This design comes from an exercise in tuning for small area and a short achievable clock period on the open sky130 flow, not from production work.
The RTL was checked by simulation tests, not by an equivalence proof against the original design.

== before ==
## system
module system(input clk,
              input reset,
              input key_ready,
              input make,
              input ext,
              input [7:0] key_input,
              output [4:0] befor,
              output [4:0] after,
              output [4:0] shift0,
              output [4:0] shift1,
              output [4:0] shift2,
              output [2:0] type0,
              output [2:0] type1,
              output [2:0] type2,
              input increase_shift_or_type,
              input increase0,
              input increase1,
              input increase2,
              input [4:0] history_raddr,
              output [7:0] history_dout);
For scale: about 1,300 cells after synthesis, ~64 I/O pins.
==> module machine_controller, before the edit <==
module machine_controller (input clk,
                           input reset,
                           input key_ok,
                           input [4:0] letter,
                           output reg [4:0] befor,
                           output reg [4:0] after,
                           output reg save_history,
                           output reg [4:0] shift0,
                           output reg [4:0] shift1,
                           output reg [4:0] shift2,
                           output reg [2:0] type0,
                           output reg [2:0] type1,
                           output reg [2:0] type2,
                           input increase_shift_or_type,
                           input increase0,
                           input increase1,
                           input increase2);
    reg [1:0] save_next_counter;
    reg [4:0] x;                  
    wire [4:0] next_x, result;
    rotor rotor(.slot(save_next_counter), .letter(letter), .x(x),
                .shift0(shift0), .shift1(shift1), .shift2(shift2),
                .type0(type0), .type1(type1), .type2(type2),
                .next_x(next_x), .result(result));
    function [4:0] inc26(input [4:0] s);
        inc26 = (s[4] & s[3] & s[0]) ? 5'd0 :
                {s[4] ^ &s[3:0], s[3] ^ &s[2:0], s[2] ^ &s[1:0], s[1] ^ s[0], ~s[0]};
    endfunction
    function [2:0] inc5(input [2:0] t);
        inc5 = t[2] ? 3'd0 : {t[1] & t[0], t[1] ^ t[0], ~t[0]};
    endfunction
    always @(posedge clk)
        x <= next_x;
    always @(posedge clk) begin
        if (reset) begin
            befor             <= 0;
            after             <= 0;
            shift0            <= 0;
            shift1            <= 0;
            shift2            <= 0;
            type0             <= 0;
            type1             <= 0;
            type2             <= 0;
            save_history      <= 0;
            save_next_counter <= 0;
        end
        else if (save_next_counter == 2'b11) begin
            after             <= result;
            save_next_counter <= 0;
            save_history      <= 1;
            if (shift0 == 25 && shift1 == 25)
                shift2 <= inc26(shift2);
            if (shift0 == 25)
                shift1 <= inc26(shift1);
            shift0 <= inc26(shift0);
        end
        else if (save_next_counter != 2'b00) begin
            save_next_counter <= {save_next_counter[1] ^ save_next_counter[0], ~save_next_counter[0]};
        end
        else begin
            save_history <= 0;
            if (key_ok) begin
                befor             <= letter;
                save_next_counter <= 2'b01;
            end
            else if (increase_shift_or_type == 0) begin
                if (increase0) shift0 <= inc26(shift0);
                if (increase1) shift1 <= inc26(shift1);
                if (increase2) shift2 <= inc26(shift2);
            end
            else begin
                if (increase0) type0 <= inc5(type0);
                if (increase1) type1 <= inc5(type1);
                if (increase2) type2 <= inc5(type2);
            end
        end
    end
endmodule
==> module history_keeper, before the edit <==
module history_keeper (input clk,
                       input reset,
                       input save_history,
                       input [4:0] befor,
                       input [4:0] after,
                       output [4:0] waddr,
                       output reg we,
                       output reg [4:0] dout);
    parameter WAIT       = 2'h0;
    parameter SAVE       = 2'h1;
    parameter CLEAR_NEXT = 2'h2;
    parameter CLEAR_ALL  = 2'h3;
    reg [1:0] state, next_state;
    reg [4:0] index, next_index;
    reg [4:0] to_save, next_to_save;
    wire [4:0] index_plus_1 = {index[4] ^ &index[3:0], index[3] ^ &index[2:0], index[2] ^ &index[1:0], index[1] ^ index[0], ~index[0]};
    assign waddr = index;
    always @(posedge clk)
        if (reset) begin
            state   <= CLEAR_ALL;
            index   <= 0;
            to_save <= 0;
        end
        else begin
            state   <= next_state;
            index   <= next_index;
            to_save <= next_to_save;
        end
    always @(*) begin
        we           = 1'b1;
        dout         = 5'd0;
        next_state   = state;
        next_index   = index;
        next_to_save = 0;
        case (state)
            WAIT: begin
                we = 1'b0;
                if (save_history) begin
                    next_state   = SAVE;
                    next_to_save = befor;
                end
                else
                    next_to_save = to_save;
            end
            SAVE: begin
                dout = {to_save[4] ^ &to_save[3:0], to_save[3] ^ &to_save[2:0], to_save[2] ^ &to_save[1:0], to_save[1] ^ to_save[0], ~to_save[0]};
                if (index[4] == 0) begin
                    next_index   = {1'b1, index[3:0]};
                    next_to_save = after;
                end
                else begin
                    next_state = CLEAR_NEXT;
                    next_index = {1'b0, index_plus_1[3:0]};
                end
            end
            CLEAR_NEXT: begin
                if (index[4] == 0)
                    next_index = {1'b1, index[3:0]};
                else begin
                    next_state = WAIT;
                    next_index = {1'b0, index[3:0]};
                end
            end
            CLEAR_ALL: begin
                if (index == 5'h1f) begin
                    next_state = WAIT;
                    next_index = 5'h0;
                end
                else
                    next_index = index_plus_1;
            end
        endcase
    end
endmodule
Settings: LEC_CHECK=0, CAP_MARGIN=20, CORE_MARGIN=2, CORE_UTILIZATION=40, SLEW_MARGIN=20; clock period 48.0 ns.
standard.sh (not shown) runs the stock make flow with config.mk's settings and CLKGATE_MAP_FILE= SYNTH_SCRIPT=/design/flow/synth_recipe.tcl, a recipe that flattens the netlist after the stock synthesis.
==> flow/flow/run.sh <==
#!/bin/bash
# Layout flow: the standard ORFS flow (standard.sh) with
#  - a stronger, area-oriented ABC script in synthesis (flow/abc_area.script,
#    used through a copy of the ORFS scripts folder; nothing else changes),
#  - plain buffers (buf_1) as the port buffers,
#  - CTS with clkbuf_16 in clusters of up to 30 flip-flops and no dummy loads,
#  - repair_timing asked for a larger setup margin, so that it also speeds up
#    the combinational history read path (history_raddr -> history_dout).
# Each tool's output goes to the ORFS logs under orfs/logs; make's to flow_run.log.
set -euo pipefail
W=$PWD
rm -rf "$W/scripts_own"
cp -r "$FLOW_HOME/scripts" "$W/scripts_own"
cp "$W/flow/abc_area.script" "$W/scripts_own/abc_area.script"
export BUFFER_PORTS_ARGS="-buffer_cell sky130_fd_sc_hd__buf_1"
export CTS_ARGS="-sink_clustering_enable -repair_clock_nets -buf_list sky130_fd_sc_hd__clkbuf_16 -dont_use_dummy_load -sink_clustering_size 30 -sink_clustering_max_diameter 80"
export SETUP_SLACK_MARGIN=26.1
bash standard.sh SCRIPTS_DIR="$W/scripts_own" ABC_AREA=1 finish > "$W/flow_run.log" 2>&1
==> flow/flow/abc_area.script <==
strash
&get -n
&deepsyn -T 120
&put
dch
amap -F 3
topo
stime -c
buffer -c
upsize -c
dnsize -c
--- input diff before..after ---
diff --git a/flow/design.v b/flow/design.v
--- a/flow/design.v
+++ b/flow/design.v
@@ -42,6 +42,8 @@
     endfunction
     always @(posedge clk)
         x <= next_x;
+    always @(posedge clk)
+        save_history <= !reset && (save_next_counter == 2'b11);
     always @(posedge clk) begin
         if (reset) begin
             befor             <= 0;
@@ -52,13 +54,11 @@
             type0             <= 0;
             type1             <= 0;
             type2             <= 0;
-            save_history      <= 0;
             save_next_counter <= 0;
         end
         else if (save_next_counter == 2'b11) begin
             after             <= result;
             save_next_counter <= 0;
-            save_history      <= 1;
             if (shift0 == 25 && shift1 == 25)
                 shift2 <= inc26(shift2);
             if (shift0 == 25)
@@ -69,7 +69,6 @@
             save_next_counter <= {save_next_counter[1] ^ save_next_counter[0], ~save_next_counter[0]};
         end
         else begin
-            save_history <= 0;
             if (key_ok) begin
                 befor             <= letter;
                 save_next_counter <= 2'b01;
@@ -571,35 +570,29 @@
         if (reset) begin
             state   <= CLEAR_ALL;
             index   <= 0;
-            to_save <= 0;
         end
         else begin
             state   <= next_state;
             index   <= next_index;
-            to_save <= next_to_save;
         end
+    always @(posedge clk)
+        to_save <= next_to_save;
     always @(*) begin
         we           = 1'b1;
         dout         = 5'd0;
         next_state   = state;
         next_index   = index;
-        next_to_save = 0;
+        next_to_save = (state == WAIT) ? befor : after;
         case (state)
             WAIT: begin
                 we = 1'b0;
-                if (save_history) begin
-                    next_state   = SAVE;
-                    next_to_save = befor;
-                end
-                else
-                    next_to_save = to_save;
+                if (save_history)
+                    next_state = SAVE;
             end
             SAVE: begin
                 dout = {to_save[4] ^ &to_save[3:0], to_save[3] ^ &to_save[2:0], to_save[2] ^ &to_save[1:0], to_save[1] ^ to_save[0], ~to_save[0]};
-                if (index[4] == 0) begin
-                    next_index   = {1'b1, index[3:0]};
-                    next_to_save = after;
-                end
+                if (index[4] == 0)
+                    next_index = {1'b1, index[3:0]};
                 else begin
                     next_state = CLEAR_NEXT;
                     next_index = {1'b0, index_plus_1[3:0]};
@@ -614,12 +607,9 @@
                 end
             end
             CLEAR_ALL: begin
-                if (index == 5'h1f) begin
+                next_index = index_plus_1;
+                if (index == 5'h1f)
                     next_state = WAIT;
-                    next_index = 5'h0;
-                end
-                else
-                    next_index = index_plus_1;
             end
         endcase
     end
[summary]
after completed; timing, DRC and antenna clean
Worst slack at placement came out higher on after than on before.
Compared with before, per-instance average area after synthesis in after increased slightly.
From before to after the numbers moved as follows: highest achievable clock rate picked up an extra about 0.56%; worst hold slack lost 0.070 ns; count of placed standard cells in the final layout, fillers left out neither gained nor lost much; met1 layer usage reported by global route lost 3.2 points; die area picked up an extra 0.38%.
From before to after the numbers moved as follows: routed wire length shows a reduction of 2800 um, post-layout worst setup margin shows an increase of 0.12 ns.

[afterwards: timing with drivers on the ports]
Ports are ideal in the flow. The routed layouts listed here were re-timed in OpenROAD.
Step 1, drivers: a clkbuf_16 drives clk and a buf_2 each remaining input, both assumed.
Step 2 times the ports against the registers' clock, not the clock port: input delays grow and output delays shrink by t, the midpoint of the rising clock arrivals with the driver on.
Slacks: ideal / step 1 / step 2; pairs: ideal / step 1.
| run | t, ns | slack for setup (ns) | worst register clock-pin slew, ns | cell pins on the clock port's net |
|---|---|---|---|---|
| before | 0.506 | 26.226 / 26.202 / 26.202 | 0.11 / 0.11 | 1 |
| after | 0.514 | 26.347 / 26.322 / 26.125 | 0.11 / 0.11 | 1 |
After both steps setup and hold are still met in every run listed. For after, which loses most, drivers alone change the setup slack by -0.025 ns; drivers and shift together by -0.222 ns.
